Context: an optimization exercise on an open-source flow, tuned for small area, a short achievable clock period and few clock cycles. The choices shown serve that exercise and are no tape-out recipe. The RTL was checked by simulation tests, not by an equivalence proof against the original design. Power is estimated from default activity; no workload was simulated.

==> flow/design.v <==
module mips_file (
	input clock,
	input [4:0] rd, input [31:0] D,
	input [4:0] rs, rt, output reg [31:0] S, T
);
	wire [32*32-1:0] R;
	assign R[31:0] = 32'b0;
	genvar i;
	generate
		for (i = 1; i < 32; i = i + 1) begin : g
			reg [31:0] r;
			always @(posedge clock)
				if (rd == i)  r <= D;
			assign R[i*32 +: 32] = r;
		end
	endgenerate
	integer k;
	always @(*) begin
		S = 32'b0;
		T = 32'b0;
		for (k = 1; k < 32; k = k + 1) begin
			S = S | ({32 {rs == k}} & R[k*32 +: 32]);
			T = T | ({32 {rt == k}} & R[k*32 +: 32]);
		end
	end
endmodule
module mips_core (
	input clock, input reset,
	output reg [4:0] wd, output [31:0] WD,		 
	output [4:0] rs, rt, input [31:0] GS, GT,	 
	output [31:0] PC, input [31:0] op,		 
	output [31:0] DA,				 
	output [3:0] we, output [31:0] DO,		 
	output re, input [31:0] DI			 
);
	wire [5:0] C  = op[31:26];
	wire [4:0] rd = op[15:11];
	wire [4:0] sa = op[10:6];
	wire [5:0] F  = op[5:0];
	assign rs = op[25:21];
	assign rt = op[20:16];
	wire special = C == 6'b000000;
	wire regimm  = C == 6'b000001;
	wire jump    = C[5:1] == 5'b00001;		 
	wire cond    = C[5:2] == 4'b0001;		 
	wire addi    = C[5:2] == 4'b0010;		 
	wire logi    = C[5:2] == 4'b0011;		 
	wire load    = C[5:3] == 3'b100;
	wire store   = C[5:3] == 3'b101;
	wire shift   = special & F[5:3] == 3'b000;
	wire jr      = special & F[5:3] == 3'b001;	 
	wire add     = special & F[5:4] == 2'b10 & !F[2];
	wire log     = special & F[5:2] == 4'b1001;
	wire lr = jr & F[0];				 
	wire la = jump & C[0];				 
	wire bl = regimm & rt[4];			 
	wire [4:0] dst = (shift | add | log | lr) ? rd :
			 (addi | logi | load)     ? rt :
			 (la | bl)                ? 5'd31 : 5'd0;
	reg  [4:0]  ed;				 
	reg         ev;				 
	wire [31:0] ER;				 
	wire fs = ev & (rs == ed);
	wire ft = ev & (rt == ed);
	wire [31:0] S = fs ? ER : GS;
	wire [31:0] T = ft ? ER : GT;
	wire useT = special | cond | regimm | store;
	wire [31:0] imm = jump ? {6'b0, op[25:0]} :
			  (logi & C[1:0] == 2'b11) ? {op[15:0], 16'b0} :
			  logi ? {16'b0, op[15:0]} :
			  {{16 {op[15]}}, op[15:0]};
	reg [31:0] A, B;			 
	reg [15:0] I;				 
	reg [4:0]  SA;				 
	reg x_sum, x_slt, x_sub, x_uns;		 
	reg x_and, x_or, x_xor, x_nor, x_lui;	 
	reg x_sh, x_left, x_arith;		 
	reg x_link;				 
	reg x_load, x_store, x_se;		 
	reg [3:0] x_mask;
	reg x_br, x_j, x_jr;			 
	reg [2:0] x_bf;
	wire [1:0] LF = log ? F[1:0] : C[1:0];
	always @(posedge clock) begin
		A  <= S;
		B  <= useT ? T : imm;
		I  <= op[15:0];
		SA <= F[2] ? S[4:0] : sa;
		ed <= dst;
		ev <= !reset & dst != 5'd0;
		x_sum   <= (add & !F[3]) | (addi & !C[1]);
		x_slt   <= (add &  F[3]) | (addi &  C[1]);
		x_sub   <= add ? F[1] : C[1];
		x_uns   <= add ? F[0] : C[0];
		x_and   <= (log | logi) & LF == 2'b00;
		x_or    <= (log | logi) & LF == 2'b01;
		x_xor   <= (log | logi) & LF == 2'b10;
		x_nor   <=  log         & LF == 2'b11;
		x_lui   <=        logi  & LF == 2'b11;
		x_sh    <= shift;
		x_left  <= !F[1];
		x_arith <= F[1] & F[0];
		x_link  <= lr | la | bl;
		x_load  <= !reset & load;
		x_store <= !reset & store;
		x_se    <= C[2:1] == 2'b00;
		x_mask  <= C[1] ? 4'b1111 : C[0] ? 4'b0011 : 4'b0001;
		x_br    <= !reset & (regimm | cond);
		x_j     <= !reset & jump;
		x_jr    <= !reset & jr;
		x_bf    <= {C[2], C[2] == C[1], C[2] ? C[0] : rt[0]};
	end
	wire [32:0] s = {1'b0, A} + {1'b0, x_sub ? ~B : B} + x_sub;
	wire lt = x_uns ? !s[32] : (A[31] != B[31]) ? A[31] : s[31];
	wire [31:0] lo = ({32 {x_and}} & (A & B)) |
			 ({32 {x_or }} & (A | B)) |
			 ({32 {x_xor}} & (A ^ B)) |
			 ({32 {x_nor}} & ~(A | B)) |
			 ({32 {x_lui}} & B);
	function [31:0] rev (input [31:0] x);
		integer i;
		for (i = 0; i < 32; i = i + 1)
			rev[i] = x[31 - i];
	endfunction
	wire [31:0] sx = x_left ? rev(B) : B;
	wire [63:0] sw = {{32 {x_arith & B[31]}}, sx} >> SA;
	wire [31:0] sr = x_left ? rev(sw[31:0]) : sw[31:0];
	reg  [31:2] pc;
	wire [31:2] pc4 = pc + 1;
	assign ER = ({32 {x_sum}} & s[31:0]) |
		    {31'b0, x_slt & lt} |
		    lo |
		    ({32 {x_sh}} & sr) |
		    ({32 {x_link}} & {pc4, 2'b00});
	wire [31:0] ea = A + {{16 {I[15]}}, I};
	wire [1:0]  ba = ea[1:0];
	assign DA = {ea[31:2], 2'b00};
	assign re = x_load;
	assign we = x_store ? x_mask << ba : 4'b0;
	assign DO = {x_mask[2] ? B[31:24] : x_mask[1] ? B[15:8] : B[7:0],
		     x_mask[2] ? B[23:16] : B[7:0],
		     x_mask[1] ? B[15: 8] : B[7:0],
		     B[7:0]};
	wire [15:0] dh = ba[1] ? DI[31:16] : DI[15:0];
	wire [7:0]  db = ba[0] ? dh[15:8]  : dh[7:0];
	wire        sb = x_se & (x_mask[1] ? dh[15] : db[7]);
	wire [31:0] LD = {x_mask[2] ? DI[31:16] : {16 {sb}},
			  x_mask[1] ? dh[15:8]  : { 8 {sb}},
			  db};
	assign WD = x_load ? LD : ER;
	always @(*)
		wd = ed;
	wire eq = A == B;
	wire taken = x_br & (((x_bf[2] & eq) | (x_bf[1] & A[31])) ^ x_bf[0]);
	wire [31:2] bt = pc + {{14 {I[15]}}, I};
	always @(posedge clock)
		pc <= reset ? 30'b0 :
		      x_jr  ? A[31:2] :
		      x_j   ? {pc[31:28], B[25:0]} :
		      taken ? bt : pc4;
	assign PC = {pc, 2'b00};
endmodule
module mips_cpu (
	input clock, input reset,
	output [31:0] PC, input [31:0] op,		 
	output [31:0] DA,				 
	output [3:0] we, output [31:0] DO,		 
	output re, input [31:0] DI			 
);
	wire [4:0] rd, rs, rt;
	wire [31:0] GD, GS, GT;
	mips_file F (clock, rd, GD, rs, rt, GS, GT);
	mips_core C (clock, reset, rd, GD, rs, rt, GS, GT, PC, op,
		     DA, we, DO, re, DI);
endmodule
==> flow/run.sh <==
#!/bin/bash
# synth_recipe.tcl (not shown) runs the flow's synth.tcl, then flattens the netlist and writes it again
# the make line also repeats each setting of config.mk as NAME=value (left out here)
make -C /OpenROAD-flow-scripts/flow DESIGN_CONFIG=/design/flow/config.mk WORK_HOME=/design/flow/orfs CLKGATE_MAP_FILE= SYNTH_SCRIPT=/design/flow/synth_recipe.tcl finish
==> flow/config.mk <==
export PLATFORM = sky130hd
export DESIGN_NAME = mips_cpu
export DESIGN_NICKNAME = mips_cpu
export VERILOG_FILES = /design/flow/design.v
export SDC_FILE = /design/flow/constraint.sdc
export NUM_CORES = 4
export LEC_CHECK = 0
export CAP_MARGIN = 20
export CORE_MARGIN = 2
export CORE_UTILIZATION = 40
export SLEW_MARGIN = 20
==> flow/constraint.sdc <==
create_clock -name core_clock -period 6.0 [get_ports {clock}]
set_input_delay 1.2000 -clock core_clock [delete_from_list [all_inputs] [get_ports {clock}]]
set_output_delay 1.2000 -clock core_clock [all_outputs]
set_load 0.01 [all_outputs]
==> flow_summary.toml, run 1 <==
[run_status]
status = "finished clean"

[yosys]
yosysWarnings = 2
syn_avg_cell_area_um2 = 11.5
yosysSeqAreaShare_pct = 55.1
synth_edf_count = 992
syn_inst = 5153
async_reset_ff_share_pct = 0
synth.distinct_cells = 95
ys_ff_latch = 1137
synth_top_flop_cell = "edfxtp_1"
syn_area_mm2 = 0.0594

[clock_tree]
cts_buffers = 117
clockRootBuffer = "clkbuf_16"
cts_tree = "done"
clk_pin_slew_ns = 0.06
h-tree-depth = 3
clock_path_buffers = 3
cts_num_sinks = 1137
insertion_delay_ns = 0.83

[grt]
grt_max_degree = 62
grt_usage_pct = 42.0
grt_pass1_vias = 51500
grt_pass1_wl_um = 438000
antenna_found_initial = 21
gr-total-overflow = 0

[setup_path]
worstSetupStartpointType = "flip-flop"
crit_start = "C.A[12]"
cp_data_required_time_ns = 4.80
endpoint_kind = "primary output"
worstPathArrival_ns = 4.58
worst-setup-path-type = "flip-flop to primary output"
path_max_fanout = 5
reg2reg_from = "C.x_sub"

[sta]
slew_viol_final = 0
tightestPinTransition_ns = 1.28
setup-violations-final = 0
fin_crit_ns = 5.78
hold_viol_final = 0
tns_ns = 0
finClkSkew_ns = 0.0830
finalCritPeriodShare_pct = 96.4
rsz0062_at_grt = "no"
fin_hold_ws_ns = 0.607
slew_headroom_pct = 13.9
fmax_ghz = 0.173

[cells_and_area]
nFillCells = 13300
final_common_cell = "edfxtp_1"
drive_above_1_share_pct = 14.2
layout_common_cells = "edfxtp_1 (992), a22oi_1 (865), nand2_1 (482)"
fin_util_pct = 47.1
fin_area_mm2 = 0.0695
synthToLayoutAreaGrowth_pct = 17.1
nets = 5602

[drt]
firstDrtPassIters = 10
drt_wl_total_um = 328000
drc = 0
vias = 55500
vias_per_cell = 7.48
wl_per_cell_um = 44.3
postRouteAntennaNets = 0
drtIter0Drc = 11600

[power]
p_leak_uw = 0.0246
vdd_drop_max_mv = 0.265
p_per_area_mw_per_mm2 = 306

[die]
rows = 141
ios = 167
initial_core_util_pct = 40.2
die_w_um = 389
die_h_um = 389
die-area_mm2 = 0.151
coreArea_mm2 = 0.147

[placement]
io_buffers = 162
dpl-instance-area_mm2 = 0.0653
gp_congestion = 1.07
dpl.hpwl_um = 214000

[worst_hold_path]
hp-start = "C.A[11]"
hp-class = "flip-flop to flip-flop"

[run]
cap_violations = 0
-- where the power goes --
group          switching [uW]  internal, uW  leakage (uW)
Sequential                362          8840        0.0104
Combinational            2800          1530        0.0123
Clock                    3410          4340       0.00194
-- flip-flops by register name, summed over array words and instances, names as in the netlist, 2 cells and up --
register	flops
C.x_bf	3
C.pc	30
C.A	32
C.x_mask	2
C.SA	5
C.ed	5
C.I	16
F.g.r	992
C.B	32
-- critical path, cell delays in order (launching register included) --
cell and delay [ns]:
dfxtp_1 0.75, ha_1 0.42, a21o_1 0.21, a21oi_1 0.22, a2bb2oi_1 0.28, o211ai_1 0.14
o211ai_1 0.26, o21ai_0 0.26, a221o_1 0.36, a21oi_1 0.17, xnor2_1 0.15, clkdlybuf4s50_1 0.56
-- through the flow --
stage / instances / total power [uW] / setup slack [ns]
global route: 7404 / 21700 / 0.0263
floorplan: 5156 / 11500 / 1.43
finish: 7415 / 21300 / 0.218
global placement: 7180 / 13500 / 0.602
CTS: 7398 / 21000 / 0.106
detailed placement: 7182 / 13400 / 0.823
-- timing repair --
item,4_1_cts,5_1_grt
setup endpoints to repair,0,2
hold buffers,0,0
setup buffers,0,1
resized for setup,0,3
-- synthesized netlist by cell type (10+ instances only) --
library cell	count	share of area, %
o31ai_1	10	0.13
a211oi_1	36	0.46
a21o_1	39	0.49
nor4_1	47	0.50
and2_1	10	0.11
nor2b_1	11	0.12
o21ai_0	119	1.0
a211o_1	15	0.22
nand2b_1	32	0.34
a22o_1	26	0.38
mux4_2	56	2.1
a22oi_1	869	11
xnor2_1	64	0.94
a31oi_1	42	0.44
buf_4	15	0.19
and3_1	45	0.47
xor2_1	85	1.3
a222oi_1	90	1.5
nand3_1	125	1.1
ha_1	158	3.3
o21ai_1	12	0.10
dfxtp_1	145	4.9
or3_1	15	0.16
or2_2	20	0.21
o21a_1	29	0.37
o211ai_1	33	0.42
o22ai_1	13	0.14
and4_1	12	0.18
a2111oi_0	13	0.19
a21oi_1	211	1.8
a221o_1	19	0.32
buf_1	47	0.30
clkbuf_1	317	2.0
inv_1	99	0.63
mux2_2	30	0.57
nor2_1	287	1.8
mux2i_1	88	1.5
nor3_1	105	0.89
edfxtp_1	992	50
a221oi_1	48	0.71
nand2_1	482	3.0
nand4_1	82	0.86
-- kinds of logic after synthesis --
| family | count (synthesis) | synth area share, % |
|---|---|---|
| AO/OA/AOI/OAI | 1711 | 21.0 |
| AND/OR/NAND/NOR | 1309 | 10.2 |
| flip-flops | 1137 | 55.1 |
| buffers and inverters | 499 | 3.40 |
| multiplexers | 186 | 4.66 |
| adder cells (fa/ha/maj) | 161 | 3.43 |
| XOR/XNOR | 149 | 2.20 |
| other | 1 | 0.00632 |
-- area by class of cell --
class | count | area [um2] | area share, %
antenna | 13 | 32.5 | 0.0468
multi-input combinational | 3520 | 25500 | 36.7
inverter | 105 | 394 | 0.567
clock inverter | 67 | 877 | 1.26
clock buffer | 149 | 3140 | 4.52
tap | 1930 | 2410 | 3.47
timing repair buffer | 494 | 4440 | 6.39
sequential | 1137 | 32700 | 47.0
-- final timing paths --
kind | endpoint | cells past startpoint | slack [ns]
worst min register to register | C.pc[11] | 2 | 0.61
worst max register to register | F.g[29].r[25] | 12 | 0.82
worst max-delay path | DA[31] | 11 | 0.22
worst min-delay path | C.pc[11] | 2 | 0.61
-- metal layers --
metal / GRT usage, % / wire length, um
met1: 51.4 / 111000
met2: 59.8 / 133000
met3: 16.5 / 52500
met4: 30.5 / 32200
met5: 0.478 / 217
Testbench counts, summed over its fixed seeds: cycles 48,819.
==> run 2, diff against run 1 <==
--- a/flow/design.v
+++ b/flow/design.v
@@ -57,13 +57,13 @@
 	wire [4:0] dst = (shift | add | log | lr) ? rd :
 			 (addi | logi | load)     ? rt :
 			 (la | bl)                ? 5'd31 : 5'd0;
-	reg  [4:0]  ed;				 
-	reg         ev;				 
-	wire [31:0] ER;				 
-	wire fs = ev & (rs == ed);
-	wire ft = ev & (rt == ed);
-	wire [31:0] S = fs ? ER : GS;
-	wire [31:0] T = ft ? ER : GT;
+	reg  [4:0]  ed, md;			 
+	reg         ev, mv;			 
+	wire [31:0] ER, MR;			 
+	wire fse = ev & (rs == ed), fsm = mv & (rs == md);
+	wire fte = ev & (rt == ed), ftm = mv & (rt == md);
+	wire [31:0] S = fse ? ER : fsm ? MR : GS;
+	wire [31:0] T = fte ? ER : ftm ? MR : GT;
 	wire useT = special | cond | regimm | store;
 	wire [31:0] imm = jump ? {6'b0, op[25:0]} :
 			  (logi & C[1:0] == 2'b11) ? {op[15:0], 16'b0} :
@@ -133,23 +133,39 @@
 		    ({32 {x_sh}} & sr) |
 		    ({32 {x_link}} & {pc4, 2'b00});
 	wire [31:0] ea = A + {{16 {I[15]}}, I};
-	wire [1:0]  ba = ea[1:0];
-	assign DA = {ea[31:2], 2'b00};
-	assign re = x_load;
-	assign we = x_store ? x_mask << ba : 4'b0;
-	assign DO = {x_mask[2] ? B[31:24] : x_mask[1] ? B[15:8] : B[7:0],
-		     x_mask[2] ? B[23:16] : B[7:0],
-		     x_mask[1] ? B[15: 8] : B[7:0],
-		     B[7:0]};
+	wire [31:0] SD = {x_mask[2] ? B[31:24] : x_mask[1] ? B[15:8] : B[7:0],
+			  x_mask[2] ? B[23:16] : B[7:0],
+			  x_mask[1] ? B[15: 8] : B[7:0],
+			  B[7:0]};
+	reg [31:0] MA, M;			 
+	reg [3:0]  m_we;
+	reg        m_load, m_se;
+	reg [2:1]  m_mask;
+	always @(posedge clock) begin
+		MA     <= ea;
+		M      <= x_store ? SD : ER;	 
+		m_we   <= x_store ? x_mask << ea[1:0] : 4'b0;
+		m_load <= x_load;
+		m_se   <= x_se;
+		m_mask <= x_mask[2:1];
+		md <= ed;
+		mv <= ev;
+	end
+	wire [1:0] ba = MA[1:0];
+	assign DA = {MA[31:2], 2'b00};
+	assign re = m_load;
+	assign we = m_we;
+	assign DO = M;
 	wire [15:0] dh = ba[1] ? DI[31:16] : DI[15:0];
 	wire [7:0]  db = ba[0] ? dh[15:8]  : dh[7:0];
-	wire        sb = x_se & (x_mask[1] ? dh[15] : db[7]);
-	wire [31:0] LD = {x_mask[2] ? DI[31:16] : {16 {sb}},
-			  x_mask[1] ? dh[15:8]  : { 8 {sb}},
+	wire        sb = m_se & (m_mask[1] ? dh[15] : db[7]);
+	wire [31:0] LD = {m_mask[2] ? DI[31:16] : {16 {sb}},
+			  m_mask[1] ? dh[15:8]  : { 8 {sb}},
 			  db};
-	assign WD = x_load ? LD : ER;
+	assign MR = m_load ? LD : M;
+	assign WD = MR;
 	always @(*)
-		wd = ed;
+		wd = md;
 	wire eq = A == B;
 	wire taken = x_br & (((x_bf[2] & eq) | (x_bf[1] & A[31])) ^ x_bf[0]);
 	wire [31:2] bt = pc + {{14 {I[15]}}, I};
==> flow_summary.toml, run 2 <==
[yosys]
yosysSeqAreaShare_pct = 56.5
syn_inst = 5047
syn_avg_cell_area_um2 = 12.0
yosys-top-cells-area = "edfxtp_1 (49%), dfxtp_1 (7.4%), a22oi_1 (5.0%), a221oi_1 (4.1%), a22o_1 (3.6%)"
yosysWarnings = 2
async_reset_ff_share_pct = 0
ys_ff_latch = 1215
syn_area_mm2 = 0.0606
synth_top_flop_cell = "edfxtp_1"
synth_most_common_cell = "edfxtp_1"
synthTopCellsByCount = "edfxtp_1 (992), a22oi_1 (406), nor2_1 (320)"
synthDominantCellAreaShare_pct = 49.2
synth_edf_count = 992
synth.largest_area_cell = "edfxtp_1"
synth.distinct_cells = 82

[clock_tree]
cts_hold_buf = 0
h-tree-depth = 4
clk_pin_slew_ns = 0.06
cts_tree = "done"
post_cts_buffers = 0
clock_path_buffers = 3
insertion_delay_ns = 0.84
cts-resized-gates = 0
cts_buffers = 134
clockRootBuffer = "clkbuf_16"
cts_num_sinks = 1215

[die]
ios = 167
die_h_um = 393
die-area_mm2 = 0.155
coreArea_mm2 = 0.150
rows = 142
die_w_um = 393
initial_core_util_pct = 40.4

[drt]
vias = 55300
drt_wl_total_um = 325000
drc = 0
drtIter0Drc = 11800
vias_per_cell = 7.50
postRouteAntennaNets = 0
wl_per_cell_um = 44.1
firstDrtPassIters = 13

[setup_path]
cp_data_required_time_ns = 6.61
crit_family = "simple AND/OR/NAND/NOR gates"
worstSetupStartpointType = "primary input"
crit_path_max_incr_delay_ns = 0.89
crit_cells = 12
path_max_fanout = 12
worstPathArrival_ns = 5.43
crit_path_top_delay_cell = "nor3_1"
worstRegToRegCells = 12
crit_buf_inv = 3
endpoint_kind = "flip-flop"
path_cells = "clkdlybuf4s50_1, nand2b_1, nor2_4, buf_4, a22o_1, a221oi_1, nand4_1, nor3_1, buf_4, nand2_1, o21ai_0, a221oi_1"
worst-setup-path-type = "primary input to flip-flop"

[sta]
slew_viol_final = 0
finClkSkew_ns = 0.0465
tightestPinTransition_ns = 1.36
tns_ns = 0
fin_crit_ns = 4.82
hold_viol_final = 0
slew_headroom_pct = 9.24
setup-violations-final = 0
finalCritPeriodShare_pct = 80.4
fmax_ghz = 0.207
rsz0062_at_grt = "no"

[cells_and_area]
nets = 5454
seq_area_mm2 = 0.0343
fin_area_mm2 = 0.0711
nFillCells = 13300
fin_util_pct = 47.4
synthToLayoutAreaGrowth_pct = 17.4
largest_reg_flops = 992
drive_above_1_share_pct = 13.6
multi_input_area_mm2 = 0.0251
final_common_cell = "edfxtp_1"
top_register = "F.g.r"
layout_common_cells = "edfxtp_1 (992), a22oi_1 (406), a221oi_1 (285)"
stdcell_count = 7365

[placement]
dpl.hpwl_um = 208000
gp_congestion = 1.11
dpl-instance-area_mm2 = 0.0665
io_buffers = 162
placed_cells = 7104

[grt]
gr-total-overflow = 0
grt_pass1_wl_um = 435000
grt_usage_pct = 41.1
antenna_found_initial = 22
grt_max_degree = 53
grt_pass1_vias = 51700

[worst_hold_path]
hp-class = "flip-flop to flip-flop"
min_path_cells = 0

[run]
cap_violations = 0

[power]
p_leak_uw = 0.0248
p_per_area_mw_per_mm2 = 321
vdd_drop_max_mv = 0.192
power.total_uw = 22800

[run_status]
status = "finished clean"
run 2: layer usage:
| layer | routed length [um] | track usage [%] | share of wire (%) |
|---|---|---|---|
| met5 | 209 | 0.383 | 0.064 |
| met3 | 51500 | 17.8 | 16 |
| met2 | 130000 | 58.8 | 40 |
| met4 | 36000 | 33.5 | 11 |
| met1 | 107000 | 47.8 | 33 |
run 2: final timing paths:
check           start  endpoint  slack, ns
max            op[19]   C.B[16]       1.18
min          C.x_load  C.m_load       0.33
max reg2reg    C.B[6]   C.B[29]       1.19
min reg2reg  C.x_load  C.m_load       0.33
run 2: metrics by stage:
step | hold slack, ns | setup WS, ns
3_3_place_gp | 0.311 | 0.851
3_5_place_dp | 0.313 | 0.804
5_1_grt | 0.329 | 1.16
2_1_floorplan | 0.310 | 2.34
4_1_cts | 0.326 | 1.38
6_report | 0.326 | 1.18
run 2: power breakdown:
| part | internal, uW | switching (uW) | leakage [uW] |
|---|---|---|---|
| sequential | 9530 | 398 | 0.0110 |
| clock | 4800 | 3770 | 0.00217 |
| combinational | 1500 | 2800 | 0.0116 |
| total | 15800 | 6970 | 0.0248 |
run 2: final cells by class:
| class | count | area share (%) |
|---|---|---|
| flip-flops and latches | 1215 | 48.2 |
| multi-input cells | 3308 | 35.2 |
| repair buffers | 451 | 5.95 |
| clock buffers | 170 | 5.14 |
| well taps | 2016 | 3.55 |
| clock inverters | 72 | 1.28 |
| inverters | 117 | 0.617 |
| diodes | 16 | 0.0563 |
run 2: cell families (layout without fill, tap and decap cells):
| family | Yosys count | after routing | share of synthesized area, % |
|---|---|---|---|
| compound gates | 1726 | 1726 | 21.5 |
| flops | 1215 | 1215 | 56.5 |
| simple gates | 1059 | 1059 | 8.23 |
| buf+inv | 527 | 810 | 3.59 |
| mux | 200 | 200 | 4.55 |
| fa+ha+maj | 161 | 161 | 3.36 |
| xor+xnor | 158 | 158 | 2.28 |
| other cells | 1 | 20 | 0.00619 |
Testbench counts of run 2, summed over its fixed seeds: cycles 48,867.
==> run 3, diff against run 2 <==
--- a/flow/design.v
+++ b/flow/design.v
@@ -74,7 +74,7 @@
 	reg [4:0]  SA;				 
 	reg x_sum, x_slt, x_sub, x_uns;		 
 	reg x_and, x_or, x_xor, x_nor, x_lui;	 
-	reg x_sh, x_left, x_arith;		 
+	reg x_shl, x_shr, x_arith;		 
 	reg x_link;				 
 	reg x_load, x_store, x_se;		 
 	reg [3:0] x_mask;
@@ -97,9 +97,9 @@
 		x_xor   <= (log | logi) & LF == 2'b10;
 		x_nor   <=  log         & LF == 2'b11;
 		x_lui   <=        logi  & LF == 2'b11;
-		x_sh    <= shift;
-		x_left  <= !F[1];
-		x_arith <= F[1] & F[0];
+		x_shl   <= shift & !F[1];
+		x_shr   <= shift &  F[1];
+		x_arith <= shift & F[1] & F[0];
 		x_link  <= lr | la | bl;
 		x_load  <= !reset & load;
 		x_store <= !reset & store;
@@ -110,29 +110,56 @@
 		x_jr    <= !reset & jr;
 		x_bf    <= {C[2], C[2] == C[1], C[2] ? C[0] : rt[0]};
 	end
-	wire [32:0] s = {1'b0, A} + {1'b0, x_sub ? ~B : B} + x_sub;
+	function [32:0] add32 (input [31:0] a, b, input c);
+		reg [32:0] g, p, t;
+		integer i, d;
+		begin
+			g = {a & b, c};
+			p = {a ^ b, 1'b0};
+			t = p;
+			for (d = 1; d < 33; d = d * 2) begin
+				for (i = 32; i >= d; i = i - 1) begin
+					g[i] = g[i] | (p[i] & g[i - d]);
+					p[i] = p[i] & p[i - d];
+				end
+			end
+			add32 = {g[32], t[32:1] ^ g[31:0]};
+		end
+	endfunction
+	wire [32:0] s = add32(A, x_sub ? ~B : B, x_sub);
 	wire lt = x_uns ? !s[32] : (A[31] != B[31]) ? A[31] : s[31];
 	wire [31:0] lo = ({32 {x_and}} & (A & B)) |
 			 ({32 {x_or }} & (A | B)) |
 			 ({32 {x_xor}} & (A ^ B)) |
 			 ({32 {x_nor}} & ~(A | B)) |
 			 ({32 {x_lui}} & B);
-	function [31:0] rev (input [31:0] x);
-		integer i;
-		for (i = 0; i < 32; i = i + 1)
-			rev[i] = x[31 - i];
+	function [31:0] bshift (input [31:0] x, input [4:0] n,
+			       input l, r, f);
+		reg [31:0] v, y;
+		integer i, k;
+		begin
+			v = x;
+			for (k = 0; k < 5; k = k + 1) begin
+				for (i = 0; i < 32; i = i + 1)
+					y[i] = (n[k] & l & (i >= (1 << k) ? v[i - (1 << k)] : 1'b0)) |
+					       (n[k] & (k == 0 ? r : !l) &
+						(i + (1 << k) < 32 ? v[i + (1 << k)] : f)) |
+					       (!n[k] & (k == 0 ? l | r : 1'b1) & v[i]);
+				v = y;
+			end
+			bshift = v;
+		end
 	endfunction
-	wire [31:0] sx = x_left ? rev(B) : B;
-	wire [63:0] sw = {{32 {x_arith & B[31]}}, sx} >> SA;
-	wire [31:0] sr = x_left ? rev(sw[31:0]) : sw[31:0];
+	wire [31:0] sr = bshift(B, SA, x_shl, x_shr, x_arith & B[31]);
 	reg  [31:2] pc;
 	wire [31:2] pc4 = pc + 1;
 	assign ER = ({32 {x_sum}} & s[31:0]) |
 		    {31'b0, x_slt & lt} |
 		    lo |
-		    ({32 {x_sh}} & sr) |
+		    sr |
 		    ({32 {x_link}} & {pc4, 2'b00});
-	wire [31:0] ea = A + {{16 {I[15]}}, I};
+	wire [32:0] eas = add32(A, {{16 {I[15]}}, I}, 1'b0);
+	wire [31:0] ea = eas[31:0];
 	wire [31:0] SD = {x_mask[2] ? B[31:24] : x_mask[1] ? B[15:8] : B[7:0],
 			  x_mask[2] ? B[23:16] : B[7:0],
 			  x_mask[1] ? B[15: 8] : B[7:0],
--- a/flow/config.mk
+++ b/flow/config.mk
@@ -8,4 +8,5 @@
 export CAP_MARGIN = 20
 export CORE_MARGIN = 2
 export CORE_UTILIZATION = 40
+export SETUP_SLACK_MARGIN = 3
 export SLEW_MARGIN = 20
==> flow_summary.toml, run 3 <==
[clock_tree]
h-tree-depth = 4
cts_num_sinks = 1215
cts_hold_buf = 0
cts_tree = "done"
clockRootBuffer = "clkbuf_16"
clk_pin_slew_ns = 0.06
insertion_delay_ns = 0.84
cts_buffers = 134
clock_path_buffers = 3

[grt]
grt_pass1_vias = 57400
grt_max_degree = 65
grt_usage_pct = 45.5
grt_pass1_wl_um = 491000
gr-total-overflow = 0
antenna_found_initial = 49

[setup_path]
worstPathArrival_ns = 4.17
crit_start = "C.x_sub"
worstSetupStartpointType = "flip-flop"
cp_data_required_time_ns = 6.65
endpoint_kind = "flip-flop"
reg2reg_from = "C.x_sub"
path_max_fanout = 6
worst-setup-path-type = "flip-flop to flip-flop"

[cells_and_area]
drive_above_1_share_pct = 27.9
final_common_cell = "edfxtp_1"
nFillCells = 13100
largest_reg_flops = 992
layout_common_cells = "edfxtp_1 (992), a22oi_1 (841), buf_4 (595)"
top_register = "F.g.r"
synthToLayoutAreaGrowth_pct = 30.2
stdcell_count = 8285
fin_area_mm2 = 0.0807
fin_util_pct = 52.4
nets = 6330

[die]
coreArea_mm2 = 0.154
rows = 144
initial_core_util_pct = 40.2
ios = 167
die_w_um = 398
die_h_um = 398
die-area_mm2 = 0.158

[yosys]
yosysWarnings = 2
synth_most_common_cell = "edfxtp_1"
synth_top_flop_cell = "edfxtp_1"
ys_ff_latch = 1215
synthDominantCellAreaShare_pct = 48.1
syn_avg_cell_area_um2 = 11.4
yosysSeqAreaShare_pct = 55.3
synth.largest_area_cell = "edfxtp_1"
syn_inst = 5454
synthTopCellsByCount = "edfxtp_1 (992), a22oi_1 (861), nand2_1 (456)"
yosys-top-cells-area = "edfxtp_1 (48%), a22oi_1 (10%), dfxtp_1 (7.2%), ha_1 (3.2%), nand2_1 (2.8%)"
syn_area_mm2 = 0.0620
synth_edf_count = 992
async_reset_ff_share_pct = 0
synth.distinct_cells = 99

[drt]
postRouteAntennaNets = 0
drc = 0
vias_per_cell = 7.58
drtIter0Drc = 13900
wl_per_cell_um = 44.9
firstDrtPassIters = 17
drt_wl_total_um = 372000
vias = 62800

[sta]
fmax_ghz = 0.284
setup-violations-final = 0
slew_headroom_pct = 11.4
fin_crit_ns = 3.53
finalCritPeriodShare_pct = 58.8
rsz0062_at_grt = "yes"
slew_viol_final = 0
finClkSkew_ns = 0.0722
layout_setup_ws_ns = 2.47
tns_ns = 0
hold_viol_final = 0
tightestPinTransition_ns = 1.32

[power]
p_leak_uw = 0.0292
p_per_area_mw_per_mm2 = 311
vdd_drop_max_mv = 0.342

[placement]
placed_cells = 7514
gp_congestion = 1.08
dpl.hpwl_um = 218000
dpl-instance-area_mm2 = 0.0678
io_buffers = 162
pre_cts_ws_ns = 0.193

[run]
cap_violations = 0

[worst_hold_path]
hp-start = "C.x_load"
hp-class = "flip-flop to flip-flop"

[run_status]
status = "finished clean"
run 3: cell count changes after synthesis, moves of 20 or more:
cell and change:
a22oi_1 +455, a221oi_1 -208, nand2_1 +208, a22o_1 -190
a21oi_1 -41, nor4_1 +38, nand4_1 -32, nor3_1 +31
mux4_2 -29, mux2i_1 -26, o211ai_1 +20
run 3: cell families after synthesis:
group / after synthesis / share of synthesized area (%)
AO/OA/AOI/OAI: 1883 / 22.7
XOR/XNOR: 151 / 2.13
other: 1 / 0.00605
buffers and inverters: 552 / 3.79
AND/OR/NAND/NOR: 1353 / 10.2
multiplexers: 138 / 2.66
adder cells (fa/ha/maj): 161 / 3.27
flip-flops: 1215 / 55.3
run 3: area by class of cell:
type                            count  area, um2  share of cell area, %
Antenna cell                       32       80.1                 0.0992
Clock buffer                      159       3500                   4.33
Clock inverter                     83       1030                   1.28
Inverter                          110        454                  0.563
Multi-Input combinational cell   3699      29400                   36.4
Sequential cell                  1215      34500                   42.8
Tap cell                         2044       2560                   3.17
Timing Repair Buffer              943       9210                   11.4
run 3: critical path: stages (launching register included):
cell and delay (ns):
dfxtp_4 0.42, buf_6 0.17, buf_12 0.13, xor2_1 0.18, ha_2 0.37, a21oi_2 0.27
nand2_1 0.09, a221o_1 0.38, a221oi_4 0.51, nand2_2 0.13, a211oi_4 0.36, and3_4 0.29
o221ai_2 0.09
run 3: worst paths after layout:
check                                end  slack [ns]  cells past startpoint
worst max register to register    C.B[0]        2.47                     12
worst min register to register  C.m_load        0.33                      0
worst min-delay path            C.m_load        0.33                      0
worst max-delay path              C.B[0]        2.47                     12
run 3: routing by layer:
metal | vias to the layer above | GRT usage [%] | wire length [um]
met4 | 46 | 40.0 | 44700
li1 | 23100 | - | -
met1 | 29900 | 50.9 | 116000
met3 | 2510 | 25.3 | 66900
met2 | 7268 | 61.1 | 143000
met5 | - | 4.30 | 1280
run 3: repair_timing:
| item | CTS | global route |
|---|---|---|
| endpoints found under the setup margin | 788 | 262 |
| resized for setup | 680 | 233 |
| pin swaps | 226 | 130 |
| buffers inserted | 406 | 74 |
| gates cloned | 12 | 5 |
run 3: power breakdown:
| part | switching [uW] | internal, uW |
|---|---|---|
| sequential | 533 | 9900 |
| clock | 3820 | 4780 |
| combinational | 3870 | 2200 |
| total | 8220 | 16900 |
run 3: through the flow:
| stage | hold slack (ns) | total power [uW] |
|---|---|---|
| 2_1_floorplan | 0.310 | 12800 |
| 3_3_place_gp | 0.326 | 14900 |
| 3_5_place_dp | 0.318 | 14900 |
| 4_1_cts | 0.332 | 24300 |
| 5_1_grt | 0.339 | 25500 |
| 6_report | 0.330 | 25100 |
Testbench counts of run 3, summed over its fixed seeds: cycles 48,867.
==> run 4, diff against run 3 <==
--- a/flow/config.mk
+++ b/flow/config.mk
@@ -8,5 +8,6 @@
 export CAP_MARGIN = 20
 export CORE_MARGIN = 2
 export CORE_UTILIZATION = 40
-export SETUP_SLACK_MARGIN = 3
+export SETUP_SLACK_MARGIN = 3.5
 export SLEW_MARGIN = 20
+export TNS_END_PERCENT = 0
==> flow_summary.toml, run 4 <==
[clock_tree]
h-tree-depth = 4
insertion_delay_ns = 0.87
clockRootBuffer = "clkbuf_16"
cts_num_sinks = 1215
cts_buffers = 136
clk_pin_slew_ns = 0.06
clock_path_buffers = 3
cts_tree = "done"
cts_hold_buf = 0

[worst_hold_path]
hp-class = "flip-flop to flip-flop"
hp-start = "C.x_load"
hold_end = "C.m_load"
min_path_cells = 0

[yosys]
synthDominantCellAreaShare_pct = 48.1
syn_area_mm2 = 0.0620
syn_inst = 5454
async_reset_ff_share_pct = 0
synth_edf_count = 992
synthTopCellsByCount = "edfxtp_1 (992), a22oi_1 (861), nand2_1 (456)"
synth.distinct_cells = 99
synth_top_flop_cell = "edfxtp_1"
synth.largest_area_cell = "edfxtp_1"
ys_ff_latch = 1215
yosys-top-cells-area = "edfxtp_1 (48%), a22oi_1 (10%), dfxtp_1 (7.2%), ha_1 (3.2%), nand2_1 (2.8%)"
syn_avg_cell_area_um2 = 11.4
yosysSeqAreaShare_pct = 55.3
yosysWarnings = 2
synth_most_common_cell = "edfxtp_1"

[grt]
grt_usage_pct = 43.7
grt_max_degree = 67
grt_pass1_vias = 55300
grt_pass1_wl_um = 472000
antenna_found_initial = 24
gr-total-overflow = 0

[cells_and_area]
stdcell_count = 8004
synthToLayoutAreaGrowth_pct = 21.1
fin_area_mm2 = 0.0750
fin_util_pct = 48.7
largest_reg_flops = 992
layout_common_cells = "edfxtp_1 (992), a22oi_1 (856), nand2_1 (453)"
drive_above_1_share_pct = 18.6
seq_area_mm2 = 0.0343
top_register = "F.g.r"
nets = 6059
nFillCells = 13700
final_common_cell = "edfxtp_1"
multi_input_area_mm2 = 0.0269

[setup_path]
worst-r2r-setup-slack_ns = 2.29
endpoint_kind = "flip-flop"
worstPathArrival_ns = 4.47
worst-setup-path-type = "primary input to flip-flop"
cp_data_required_time_ns = 6.73
r2r_end = "C.B[14]"
reg2reg_from = "C.A[14]"
path_max_fanout = 17
worstRegToRegCells = 9
worstSetupStartpointType = "primary input"

[die]
die_w_um = 398
initial_core_util_pct = 40.2
ios = 167
coreArea_mm2 = 0.154
die_h_um = 398
rows = 144
die-area_mm2 = 0.158

[drt]
drc = 0
vias = 60300
firstDrtPassIters = 21
wl_per_cell_um = 44.4
drt_wl_total_um = 356000
vias_per_cell = 7.53
postRouteAntennaNets = 0
drtIter0Drc = 12800

[sta]
fin_crit_ns = 3.74
setup-violations-final = 0
slew_viol_final = 0
fmax_ghz = 0.267
tightestPinTransition_ns = 1.25
finClkSkew_ns = 0.0669
rsz0062_at_grt = "yes"
tns_ns = 0
finalCritPeriodShare_pct = 62.3
slew_headroom_pct = 16.7
fin_hold_ws_ns = 0.334
hold_viol_final = 0

[power]
switchingPower_uw = 7700
vdd_drop_max_mv = 0.312
clock_power_share_pct = 36.2
p_per_area_mw_per_mm2 = 322
cellInternalPower_uw = 16400
switching_share_pct = 31.9
p_leak_uw = 0.0268
sequentialPowerShare_pct = 43.3
comb_power_share_pct = 20.5

[run_status]
status = "finished clean"

[placement]
io_buffers = 162
placed_cells = 7548
gp_congestion = 1.11
dpl.hpwl_um = 223000
dpl-instance-area_mm2 = 0.0679

[run]
cap_violations = 0
-- run 4: changes by cell type in the layout (fill, tap and decap cells not counted), sizes merged, moves of 3 or more --
cell and delta:
a21oi -3, buf -273, clkdlybuf4s50 +26, diode -17, dlygate4sd2 -14, dlymetal6s2s -8, inv +8
-- run 4: cell type report --
class                   instances  area share (%)
clock inverters                87            1.25
repair buffers                670            8.26
clock buffers                 164            4.86
inverters                     110           0.559
repair inverters                1         0.00667
well taps                    2044            3.41
diodes                         15          0.0500
flip-flops and latches       1215            45.7
multi-input cells            3698            35.9
-- run 4: kinds of logic (layout without fill, tap and decap cells) --
family                     after synthesis  count (layout)  synth area share [%]
other                                    1              19               0.00605
muxes                                  138             138                  2.66
and+or+nand+nor                       1353            1357                  10.2
buffers and inverters                  552            1032                  3.79
AOI/OAI and AO/OA                     1883            1887                  22.7
DFF                                   1215            1215                  55.3
adders and majority gates              161             161                  3.27
xor gates and xnor gates               151             151                  2.13
-- run 4: how the worst max path moves through the flow --
stage / from / depth (start not counted) / slack, ns / endpoint
5_1_grt: C.x_sub / 12 / 2.25 / C.M[28]
2_1_floorplan: C.md[3] / 4 / 2.51 / F.g[5].r[0]
3_3_place_gp: op[16] / 10 / 0.28 / C.B[30]
6_report: DI[27] / 9 / 2.26 / C.SA[3]
4_1_cts: C.x_sub / 12 / 2.44 / C.M[28]
3_5_place_dp: op[16] / 10 / 0.32 / C.B[30]
-- run 4: layer usage --
| metal | GRT usage, % | share of wire [%] |
|---|---|---|
| met5 | 0.636 | 0.10 |
| met4 | 34.5 | 11 |
| met3 | 22.4 | 18 |
| met2 | 60.0 | 39 |
| met1 | 51.0 | 32 |
-- run 4: metrics by stage --
stage               power [uW]  worst slack (ns)
finish                   24100              2.26
global route             24500              2.25
CTS                      23700              2.44
detailed placement       14900             0.316
global placement         14900             0.282
floorplan                12700              2.51
-- run 4: worst max-delay path, stage by stage --
cell             delay [ns]
clkdlybuf4s50_1        0.52
mux4_2                 0.57
mux2i_2                0.71
clkinvlp_4             0.57
nor2_1                 0.27
a31oi_2                0.12
nand2_1                0.13
o21ai_1                0.09
mux2_2                 0.29
-- run 4: repair_timing --
action | in CTS | in global routing
pin swaps | 79 | 20
gates resized for setup | 162 | 43
setup endpoints to repair | 1714 | 1731
setup buffers | 154 | 24
cloned | 8 | 1
endpoints found under the hold margin | 0 | 0
-- run 4: power by group through the flow --
stage / combinational [uW] / clock, uW / sequential, uW
after floorplan: 2450 / 0 / 10200
after global placement: 4350 / 0 / 10600
after detailed placement: 4370 / 0 / 10600
after CTS: 4610 / 8700 / 10400
after global routing: 5060 / 9040 / 10400
final: 4960 / 8740 / 10400
==> run 5, diff against run 4 <==
--- a/flow/design.v
+++ b/flow/design.v
@@ -62,17 +62,32 @@
 	wire [31:0] ER, MR;			 
 	wire fse = ev & (rs == ed), fsm = mv & (rs == md);
 	wire fte = ev & (rt == ed), ftm = mv & (rt == md);
-	wire [31:0] S = fse ? ER : fsm ? MR : GS;
-	wire [31:0] T = fte ? ER : ftm ? MR : GT;
 	wire useT = special | cond | regimm | store;
 	wire [31:0] imm = jump ? {6'b0, op[25:0]} :
 			  (logi & C[1:0] == 2'b11) ? {op[15:0], 16'b0} :
 			  logi ? {16'b0, op[15:0]} :
 			  {{16 {op[15]}}, op[15:0]};
+	wire [31:0] AS;				 
+	wire        AL;				 
+	wire [31:0] EO;				 
+	reg x_sum, x_slt;
+	function [31:0] opsel (input fe, fm, ra, input [31:0] i,
+			       input xs, xl, input [31:0] as, input al,
+			       input [31:0] eo, mr);
+		opsel = ({32 {fe & xs}} & as) |
+			{31'b0, fe & xl & al} |
+			({32 {fe}} & eo) |
+			({32 {!fe & fm}} & mr) |
+			({32 {!fe & !fm & ra}} & i);
+	endfunction
+	wire [31:0] S  = opsel(fse, fsm, 1'b1, GS, x_sum, x_slt, AS, AL, EO, MR);
+	wire [31:0] BN = opsel(useT & fte, useT & ftm, useT, GT,
+			       x_sum, x_slt, AS, AL, EO, MR) |
+			 ({32 {!useT}} & imm);
 	reg [31:0] A, B;			 
 	reg [15:0] I;				 
 	reg [4:0]  SA;				 
-	reg x_sum, x_slt, x_sub, x_uns;		 
+	reg x_sub, x_uns;			 
 	reg x_and, x_or, x_xor, x_nor, x_lui;	 
 	reg x_shl, x_shr, x_arith;		 
 	reg x_link;				 
@@ -83,7 +98,7 @@
 	wire [1:0] LF = log ? F[1:0] : C[1:0];
 	always @(posedge clock) begin
 		A  <= S;
-		B  <= useT ? T : imm;
+		B  <= BN;
 		I  <= op[15:0];
 		SA <= F[2] ? S[4:0] : sa;
 		ed <= dst;
@@ -153,11 +168,10 @@
 	wire [31:0] sr = bshift(B, SA, x_shl, x_shr, x_arith & B[31]);
 	reg  [31:2] pc;
 	wire [31:2] pc4 = pc + 1;
-	assign ER = ({32 {x_sum}} & s[31:0]) |
-		    {31'b0, x_slt & lt} |
-		    lo |
-		    sr |
-		    ({32 {x_link}} & {pc4, 2'b00});
+	assign AS = s[31:0];
+	assign AL = lt;
+	assign EO = lo | sr | ({32 {x_link}} & {pc4, 2'b00});
+	assign ER = ({32 {x_sum}} & s[31:0]) | {31'b0, x_slt & lt} | EO;
 	wire [32:0] eas = add32(A, {{16 {I[15]}}, I}, 1'b0);
 	wire [31:0] ea = eas[31:0];
 	wire [31:0] SD = {x_mask[2] ? B[31:24] : x_mask[1] ? B[15:8] : B[7:0],
--- a/flow/config.mk
+++ b/flow/config.mk
@@ -8,6 +8,5 @@
 export CAP_MARGIN = 20
 export CORE_MARGIN = 2
 export CORE_UTILIZATION = 40
-export SETUP_SLACK_MARGIN = 3.5
+export SETUP_SLACK_MARGIN = 3
 export SLEW_MARGIN = 20
-export TNS_END_PERCENT = 0
==> flow_summary.toml, run 5 <==
[run_status]
status = "finished clean"

[sta]
layout_setup_ws_ns = 2.30
slew_headroom_pct = 2.39
tns_ns = 0
rsz0062_at_grt = "yes"
finClkSkew_ns = 0.0681
setup-violations-final = 0
fin_crit_ns = 3.70
hold_viol_final = 0
finalCritPeriodShare_pct = 61.7
fmax_ghz = 0.270
slew_viol_final = 0
tightestPinTransition_ns = 1.45

[grt]
grt_max_degree = 54
gr-total-overflow = 0
grt_usage_pct = 46.6
grt_pass1_wl_um = 497000
antenna_found_initial = 33
grt_pass1_vias = 56900

[yosys]
yosys-top-cells-area = "edfxtp_1 (49%), dfxtp_1 (7.3%), a22oi_1 (5.3%), a221oi_1 (4.1%), a22o_1 (3.7%)"
ys_ff_latch = 1215
async_reset_ff_share_pct = 0
synth_most_common_cell = "edfxtp_1"
syn_inst = 5248
yosysSeqAreaShare_pct = 55.8
syn_avg_cell_area_um2 = 11.7
synth_edf_count = 992
synth.largest_area_cell = "edfxtp_1"
synthTopCellsByCount = "edfxtp_1 (992), a22oi_1 (437), nor2_1 (313)"
synth_top_flop_cell = "edfxtp_1"
synthDominantCellAreaShare_pct = 48.5
syn_area_mm2 = 0.0614
yosysWarnings = 2
synth.distinct_cells = 94

[clock_tree]
cts_num_sinks = 1215
clk_pin_slew_ns = 0.07
clockRootBuffer = "clkbuf_16"
cts_tree = "done"
clock_path_buffers = 3
cts_buffers = 134
cts_hold_buf = 0
h-tree-depth = 4
insertion_delay_ns = 0.83

[cells_and_area]
nets = 6033
nFillCells = 12900
top_register = "F.g.r"
synthToLayoutAreaGrowth_pct = 29.2
fin_util_pct = 52.1
multi_input_area_mm2 = 0.0290
largest_reg_flops = 992
drive_above_1_share_pct = 27.5
seq_area_mm2 = 0.0345
final_common_cell = "edfxtp_1"
layout_common_cells = "edfxtp_1 (992), buf_4 (512), a22oi_1 (419)"
fin_area_mm2 = 0.0793

[die]
die-area_mm2 = 0.157
die_w_um = 396
ios = 167
rows = 143
initial_core_util_pct = 40.4
coreArea_mm2 = 0.152
die_h_um = 396

[worst_hold_path]
hp-class = "flip-flop to flip-flop"
hold_end = "C.m_load"
hp-start = "C.x_load"
min_path_cells = 0

[power]
p_per_area_mw_per_mm2 = 320
switching_share_pct = 32.4
comb_power_share_pct = 24.4
power.total_uw = 25400
vdd_drop_max_mv = 0.310
clock_power_share_pct = 34.7
sequentialPowerShare_pct = 40.9
switchingPower_uw = 8220
cellInternalPower_uw = 17200
p_leak_uw = 0.0280

[drt]
drt_wl_total_um = 378000
firstDrtPassIters = 17
vias_per_cell = 7.68
wl_per_cell_um = 47.4
vias = 61200
postRouteAntennaNets = 0
drc = 0
drtIter0Drc = 12500

[run]
cap_violations = 0

[placement]
gp_congestion = 1.08
io_buffers = 162
dpl.hpwl_um = 229000
dpl-instance-area_mm2 = 0.0673
pre_cts_ws_ns = 0.640

[setup_path]
crit_path_max_incr_delay_ns = 0.58
path_cells = "buf_12, buf_8, buf_4, mux2_2, a221oi_1, a221oi_4, mux2_2, a211oi_1, o21a_1, o21ai_0, a21oi_4, o21ai_2"
worst-r2r-setup-slack_ns = 2.30
worstPathArrival_ns = 4.36
reg2reg_from = "C.SA[0]"
worstSetupStartpointType = "flip-flop"
worstRegToRegCells = 12
cp_data_required_time_ns = 6.65
path_max_fanout = 6
endpoint_kind = "flip-flop"
worst-setup-path-type = "flip-flop to flip-flop"
r2r_end = "C.A[25]"
crit_top_cell = "mux2_2"
crit_path_top_delay_cell = "a221oi_1"
crit_start = "C.SA[0]"
==> run 5: metrics by stage <==
stage               hold slack (ns)  instances
floorplan                     0.310       5251
global placement              0.321       7291
detailed placement            0.327       7297
CTS                           0.334       7858
global route                  0.342       7947
finish                        0.329       7968
==> run 5: layer usage <==
layer	GRT usage (%)	share of wire (%)	up-vias
met5	2.52	0.18	-
met4	40.0	12	26
met3	25.5	17	2360
met2	64.6	39	6913
met1	51.5	32	29400
li1	-	-	22500
==> run 5: worst max path at each step <==
stage                               end  cells past startpoint
after global routing            C.SA[0]                     16
final                           C.A[25]                     12
after floorplan           F.g[10].r[17]                      4
after CTS                       C.A[25]                     14
after detailed placement        C.B[30]                     13
after global placement          C.B[16]                     10
==> run 5: timing repair <==
action	in CTS	in global routing
gates resized for setup	735	195
pin swaps	220	135
cloned	23	2
buffers inserted	297	79
setup endpoints to repair	759	489
==> run 5: cell families after synthesis <==
kind of cell / synth area share (%)
AOI/OAI and AO/OA: 23.4
DFF: 55.8
and+or+nand+nor: 8.62
buffers and inverters: 3.65
muxes: 2.98
adders and majority gates: 3.31
xor gates and xnor gates: 2.23
other: 0.00611
==> run 5: critical path: cells and delay by family (launching register included) <==
kind / cells / cell delay, ns
buffers and inverters: 3 / 0.34
multiplexers: 2 / 0.64
AO/OA/AOI/OAI: 7 / 2.11
flip-flops: 1 / 0.41
==> run 5: layout make-up <==
cell class | count | area share (%)
clock buffers | 174 | 4.59
diodes | 27 | 0.0852
repair buffers | 834 | 10.4
well taps | 2030 | 3.20
repair inverters | 1 | 0.00631
clock inverters | 67 | 1.17
multi-input cells | 3509 | 36.5
flip-flops and latches | 1215 | 43.5
inverters | 111 | 0.562
==> run 5: power groups by stage <==
stage	combinational, uW	clock (uW)	sequential, uW
5_1_grt	6290	9080	10400
6_report	6200	8800	10400
4_1_cts	5520	8730	10300
2_1_floorplan	2580	0	10200
3_5_place_dp	4530	0	10500
3_3_place_gp	4520	0	10500
Testbench counts of run 5, summed over its fixed seeds: cycles 48,867.
==> run 6, diff against run 5 <==
--- a/flow/config.mk
+++ b/flow/config.mk
@@ -8,5 +8,6 @@
 export CAP_MARGIN = 20
 export CORE_MARGIN = 2
 export CORE_UTILIZATION = 40
-export SETUP_SLACK_MARGIN = 3
+export SETUP_SLACK_MARGIN = 3.5
 export SLEW_MARGIN = 20
+export TNS_END_PERCENT = 0
==> flow_summary.toml, run 6 <==
[power]
power.total_uw = 24000
p_per_area_mw_per_mm2 = 326
p_leak_uw = 0.0256
vdd_drop_max_mv = 0.269

[sta]
fmax_ghz = 0.259
tns_ns = 0
tightestPinTransition_ns = 1.25
slew_viol_final = 0
rsz0062_at_grt = "yes"
slew_headroom_pct = 15.5
finClkSkew_ns = 0.0684
setup-violations-final = 0
fin_crit_ns = 3.86
finalCritPeriodShare_pct = 64.3
hold_viol_final = 0

[cells_and_area]
synthToLayoutAreaGrowth_pct = 20.1
nFillCells = 13600
drive_above_1_share_pct = 17.5
layout_common_cells = "edfxtp_1 (992), a22oi_1 (437), buf_4 (358)"
top_register = "F.g.r"
final_common_cell = "edfxtp_1"
stdcell_count = 7694
largest_reg_flops = 992
nets = 5765

[drt]
vias = 57700
postRouteAntennaNets = 0
drc = 0
firstDrtPassIters = 14
drt_wl_total_um = 348000
wl_per_cell_um = 45.2
drtIter0Drc = 11900
vias_per_cell = 7.50

[placement]
io_buffers = 162
placed_cells = 7328
dpl.hpwl_um = 230000
gp_congestion = 1.06

[yosys]
yosysWarnings = 2
syn_area_mm2 = 0.0614
synth.largest_area_cell = "edfxtp_1"
syn_inst = 5248
synth_most_common_cell = "edfxtp_1"
synth_top_flop_cell = "edfxtp_1"
ys_ff_latch = 1215
synth.distinct_cells = 94
synth_edf_count = 992
synthDominantCellAreaShare_pct = 48.5
synthTopCellsByCount = "edfxtp_1 (992), a22oi_1 (437), nor2_1 (313)"
syn_avg_cell_area_um2 = 11.7
yosysSeqAreaShare_pct = 55.8
yosys-top-cells-area = "edfxtp_1 (49%), dfxtp_1 (7.3%), a22oi_1 (5.3%), a221oi_1 (4.1%), a22o_1 (3.7%)"
async_reset_ff_share_pct = 0

[clock_tree]
insertion_delay_ns = 0.82
h-tree-depth = 4
cts_tree = "done"
clk_pin_slew_ns = 0.06
clock_path_buffers = 3
clockRootBuffer = "clkbuf_16"
cts_buffers = 137
cts_num_sinks = 1215
cts_hold_buf = 0

[setup_path]
endpoint_kind = "flip-flop"
path_max_fanout = 7
worstSetupStartpointType = "flip-flop"
worst-setup-path-type = "flip-flop to flip-flop"
path_cells = "buf_6, xor2_2, ha_4, a21o_1, buf_4, a22o_1, a21oi_1, xnor2_1, a221oi_1, o221ai_1, mux2_2"
crit_path_top_delay_cell = "a221oi_1"
crit_buf_inv = 2
worstPathArrival_ns = 4.54
cp_data_required_time_ns = 6.68
crit_family = "compound AO/OA/AOI/OAI gates"
crit_path_max_incr_delay_ns = 0.76

[grt]
grt_usage_pct = 42.8
antenna_found_initial = 14
grt_pass1_wl_um = 461000
grt_max_degree = 64
grt_pass1_vias = 53500
gr-total-overflow = 0

[die]
coreArea_mm2 = 0.152
die_h_um = 396
initial_core_util_pct = 40.4
die_w_um = 396
ios = 167
die-area_mm2 = 0.157
rows = 143

[worst_hold_path]
hp-class = "flip-flop to flip-flop"

[run_status]
status = "finished clean"

[run]
cap_violations = 0
[run 6: cell counts after synthesis]
Identical to the previous run, type by type.
[run 6: kinds of logic (layout without fill, tap and decap cells)]
group / after synthesis / count (layout) / synth area share [%]
AOI/OAI and AO/OA: 1901 / 1901 / 23.4
xor gates and xnor gates: 156 / 156 / 2.23
adders and majority gates: 161 / 161 / 3.31
buffers and inverters: 543 / 940 / 3.65
DFF: 1215 / 1215 / 55.8
muxes: 165 / 165 / 2.98
other: 1 / 20 / 0.00611
and+or+nand+nor: 1106 / 1106 / 8.62
[run 6: worst paths after layout]
kind	from	cells after the start	to	slack (ns)
worst min register to register	C.x_load	0	C.m_load	0.32
worst max-delay path	C.x_sub	11	C.A[7]	2.14
worst max register to register	C.x_sub	11	C.A[7]	2.14
worst min-delay path	C.x_load	0	C.m_load	0.32
[run 6: where the power goes]
part / internal [uW] / switching, uW / total [uW]
logic: 1680 / 3350 / 5030
registers: 9860 / 480 / 10300
clock network: 4830 / 3840 / 8680
total: 16400 / 7680 / 24000
[run 6: final cells by class]
cell class              instances  area (um2)  share of cell area, %
diodes                         16        40.0                 0.0543
flip-flops and latches       1215       34300                   46.5
clock buffers                 174        3650                   4.95
repair buffers                580        5430                   7.36
well taps                    2030        2540                   3.45
multi-input cells            3493       26400                   35.8
clock inverters                75         938                   1.27
inverters                     111         417                  0.565
[run 6: stage by stage]
stage          instance area, um2  utilization (%)  hold slack, ns  worst slack, ns
2_1_floorplan               61700                -           0.310             2.85
3_3_place_gp                67400             44.3           0.315            0.414
3_5_place_dp                67600             44.4           0.315            0.362
4_1_cts                     73000             48.0           0.326             2.23
5_1_grt                     73700             48.5           0.331             2.21
6_report                    73700             48.5           0.325             2.14
[run 6: what timing repair did]
action | 4_1_cts | 5_1_grt
gates resized for setup | 112 | 73
setup buffers | 60 | 38
pin swaps | 30 | 29
cloned | 0 | 0
endpoints found under the setup margin | 1466 | 1562
[run 6: metal layers]
layer | vias up | GRT usage [%] | part of all wire, %
li1 | 21900 | - | -
met1 | 27900 | 52.1 | 34
met2 | 6065 | 60.5 | 40
met3 | 1797 | 17.6 | 16
met4 | 18 | 31.7 | 9.9
met5 | - | 0 | 0.049
==> run 7, diff against run 6 <==
--- a/flow/config.mk
+++ b/flow/config.mk
@@ -7,7 +7,7 @@
 export LEC_CHECK = 0
 export CAP_MARGIN = 20
 export CORE_MARGIN = 2
-export CORE_UTILIZATION = 40
+export CORE_UTILIZATION = 50
 export SETUP_SLACK_MARGIN = 3.5
 export SLEW_MARGIN = 20
 export TNS_END_PERCENT = 0
==> flow_summary.toml, run 7 <==
[sta]
fmax_ghz = 0.267
slew_headroom_pct = 6.41
layout_setup_ws_ns = 2.26
setup-violations-final = 0
tns_ns = 0
rsz0062_at_grt = "yes"
tightestPinTransition_ns = 1.40
finalCritPeriodShare_pct = 62.4
hold_viol_final = 0
finClkSkew_ns = 0.0271
slew_viol_final = 0
fin_crit_ns = 3.74

[yosys]
syn_avg_cell_area_um2 = 11.7
ys_ff_latch = 1215
synth_most_common_cell = "edfxtp_1"
synthTopCellsByCount = "edfxtp_1 (992), a22oi_1 (437), nor2_1 (313)"
synth.largest_area_cell = "edfxtp_1"
async_reset_ff_share_pct = 0
synth_edf_count = 992
yosysSeqAreaShare_pct = 55.8
synthDominantCellAreaShare_pct = 48.5
yosysWarnings = 2
synth_top_flop_cell = "edfxtp_1"
syn_inst = 5248
yosys-top-cells-area = "edfxtp_1 (49%), dfxtp_1 (7.3%), a22oi_1 (5.3%), a221oi_1 (4.1%), a22o_1 (3.7%)"
syn_area_mm2 = 0.0614
synth.distinct_cells = 94

[grt]
antenna_found_initial = 24
grt_usage_pct = 50.7
grt_pass1_wl_um = 440000
grt_max_degree = 63
grt_pass1_vias = 53600
gr-total-overflow = 0

[clock_tree]
clock_path_buffers = 3
clk_pin_slew_ns = 0.07
cts_num_sinks = 1215
insertion_delay_ns = 0.81
h-tree-depth = 4
clockRootBuffer = "clkbuf_16"
cts_buffers = 131
cts_tree = "done"

[setup_path]
worstPathArrival_ns = 4.41
crit_top_cell = "mux2_2"
path_max_fanout = 7
worstRegToRegCells = 11
crit_path_top_delay_cell = "a221oi_1"
cp_data_required_time_ns = 6.67
worstSetupStartpointType = "flip-flop"
worst-setup-path-type = "flip-flop to flip-flop"
path_cells = "buf_8, xor2_1, ha_1, and3_4, a221oi_4, buf_4, xnor2_1, a221oi_1, o221ai_2, mux2_2, mux2_2"
endpoint_kind = "flip-flop"
crit_path_max_incr_delay_ns = 0.68

[cells_and_area]
fin_util_pct = 60.0
drive_above_1_share_pct = 18.0
stdcell_count = 7263
largest_reg_flops = 992
nets = 5742
layout_common_cells = "edfxtp_1 (992), a22oi_1 (434), buf_4 (345)"
fin_area_mm2 = 0.0731
top_register = "F.g.r"
final_common_cell = "edfxtp_1"
synthToLayoutAreaGrowth_pct = 19.1

[worst_hold_path]
min_path_cells = 0
hp-class = "flip-flop to flip-flop"

[drt]
vias_per_cell = 7.99
postRouteAntennaNets = 0
drtIter0Drc = 13100
firstDrtPassIters = 14
drc = 0
drt_wl_total_um = 327000
wl_per_cell_um = 45.0
vias = 58000

[placement]
pre_cts_ws_ns = 0.869
io_buffers = 162
dpl.hpwl_um = 211000
placed_cells = 6895
gp_congestion = 1.06
dpl-instance-area_mm2 = 0.0667

[die]
rows = 128
initial_core_util_pct = 50.4
die_h_um = 354
die_w_um = 354
coreArea_mm2 = 0.122
die-area_mm2 = 0.126
ios = 167

[power]
comb_power_share_pct = 20.6
cellInternalPower_uw = 16400
clock_power_share_pct = 35.5
switching_share_pct = 30.8
p_per_area_mw_per_mm2 = 324
p_leak_uw = 0.0255
sequentialPowerShare_pct = 44.0
switchingPower_uw = 7290
vdd_drop_max_mv = 0.413

[run]
cap_violations = 0

[run_status]
status = "finished clean"
[run 7: cell counts after synthesis]
No cell type changed its count.
[run 7: routing by layer]
metal	track usage, %	wire, um	up-vias
met5	1.25	362	-
met2	72.6	133000	6318
li1	-	-	21900
met1	57.7	104000	27600
met4	40.4	36600	22
met3	24.0	52700	2243
[run 7: critical path, delay by kind of cell (launching register included)]
family / cells / cell delay (ns)
buf+inv: 2 / 0.35
fa+ha+maj: 1 / 0.28
flops: 1 / 0.45
simple gates: 1 / 0.18
mux: 2 / 0.67
compound gates: 3 / 1.46
xor+xnor: 2 / 0.22
[run 7: what timing repair did]
item	4_1_cts	5_1_grt
gates cloned	2	0
pin swaps	48	28
hold buffers	0	0
endpoints found under the setup margin	1389	1392
setup buffers	74	30
resized for setup	184	67
[run 7: area by class of cell]
| class | instances | area [um2] |
|---|---|---|
| fillers | 9778 | 48600 |
| flip-flops and latches | 1215 | 34400 |
| multi-input cells | 3495 | 26600 |
| repair buffers | 561 | 5230 |
| clock buffers | 169 | 3640 |
| well taps | 1625 | 2030 |
| clock inverters | 65 | 733 |
| inverters | 111 | 435 |
| diodes | 22 | 55.1 |
[run 7: power groups by stage]
stage / clock [uW] / sequential (uW) / combinational [uW]
2_1_floorplan: 0 / 10200 / 2550
3_3_place_gp: 0 / 10500 / 4220
3_5_place_dp: 0 / 10500 / 4250
4_1_cts: 8360 / 10400 / 4440
5_1_grt: 8700 / 10400 / 4990
6_report: 8410 / 10400 / 4870
[run 7: path summary, 6_finish.rpt]
check	start	end	slack [ns]
max	C.x_sub	C.SA[4]	2.26
min	C.x_load	C.m_load	0.35
max reg2reg	C.x_sub	C.SA[4]	2.26
min reg2reg	C.x_load	C.m_load	0.35
[run 7: metrics by stage]
step	hold WS, ns	power, uW
after floorplan	0.310	12800
after global placement	0.338	14800
after detailed placement	0.348	14800
after CTS	0.356	23200
after global routing	0.352	24100
final	0.354	23700
[run 7: logic make-up (layout without fill, tap and decap cells)]
| family | after synthesis | after routing | synth area share [%] |
|---|---|---|---|
| muxes | 165 | 165 | 2.98 |
| adders and majority gates | 161 | 161 | 3.31 |
| buffers and inverters | 543 | 906 | 3.65 |
| DFF | 1215 | 1215 | 55.8 |
| AOI/OAI and AO/OA | 1901 | 1901 | 23.4 |
| xor gates and xnor gates | 156 | 156 | 2.23 |
| other | 1 | 26 | 0.00611 |
| and+or+nand+nor | 1106 | 1108 | 8.62 |

-- static timing again, ports no longer ideal --
The results above use ideal ports. As a check the final layouts listed here were re-extracted and re-timed, cells and wires unchanged.
Step 1 assumes that a clkbuf_16 drives the clock port and a buf_2 every other input.
Step 2 times the ports against the registers' clock, not the clock port: input delays grow and output delays shrink by t, the midpoint of the rising clock arrivals with the driver on.
a / b / c = no drivers / after step 1 / after step 2; a / b = the first two.
run | t (ns) | setup slack, ns | hold slack, ns
run 1 | 0.865 | 0.218 / 0.139 / 0.153 | 0.607 / 0.607 / 0.607
run 2 | 0.889 | 1.178 / 1.188 / 0.342 | 0.326 / 0.326 / 0.326
run 3 | 0.895 | 2.473 / 2.473 / 1.650 | 0.330 / 0.330 / 0.330
run 4 | 0.914 | 2.260 / 2.235 / 1.320 | 0.334 / 0.334 / 0.334
run 5 | 0.877 | 2.296 / 2.296 / 1.626 | 0.329 / 0.329 / 0.329
run 6 | 0.867 | 2.140 / 2.140 / 1.332 | 0.325 / 0.325 / 0.325
run 7 | 0.873 | 2.259 / 2.206 / 1.333 | 0.354 / 0.354 / 0.354
After both steps every run listed still meets setup and hold. The setup slack of run 4, which loses most, moves by -0.025 ns with the drivers and by -0.940 ns with both steps.
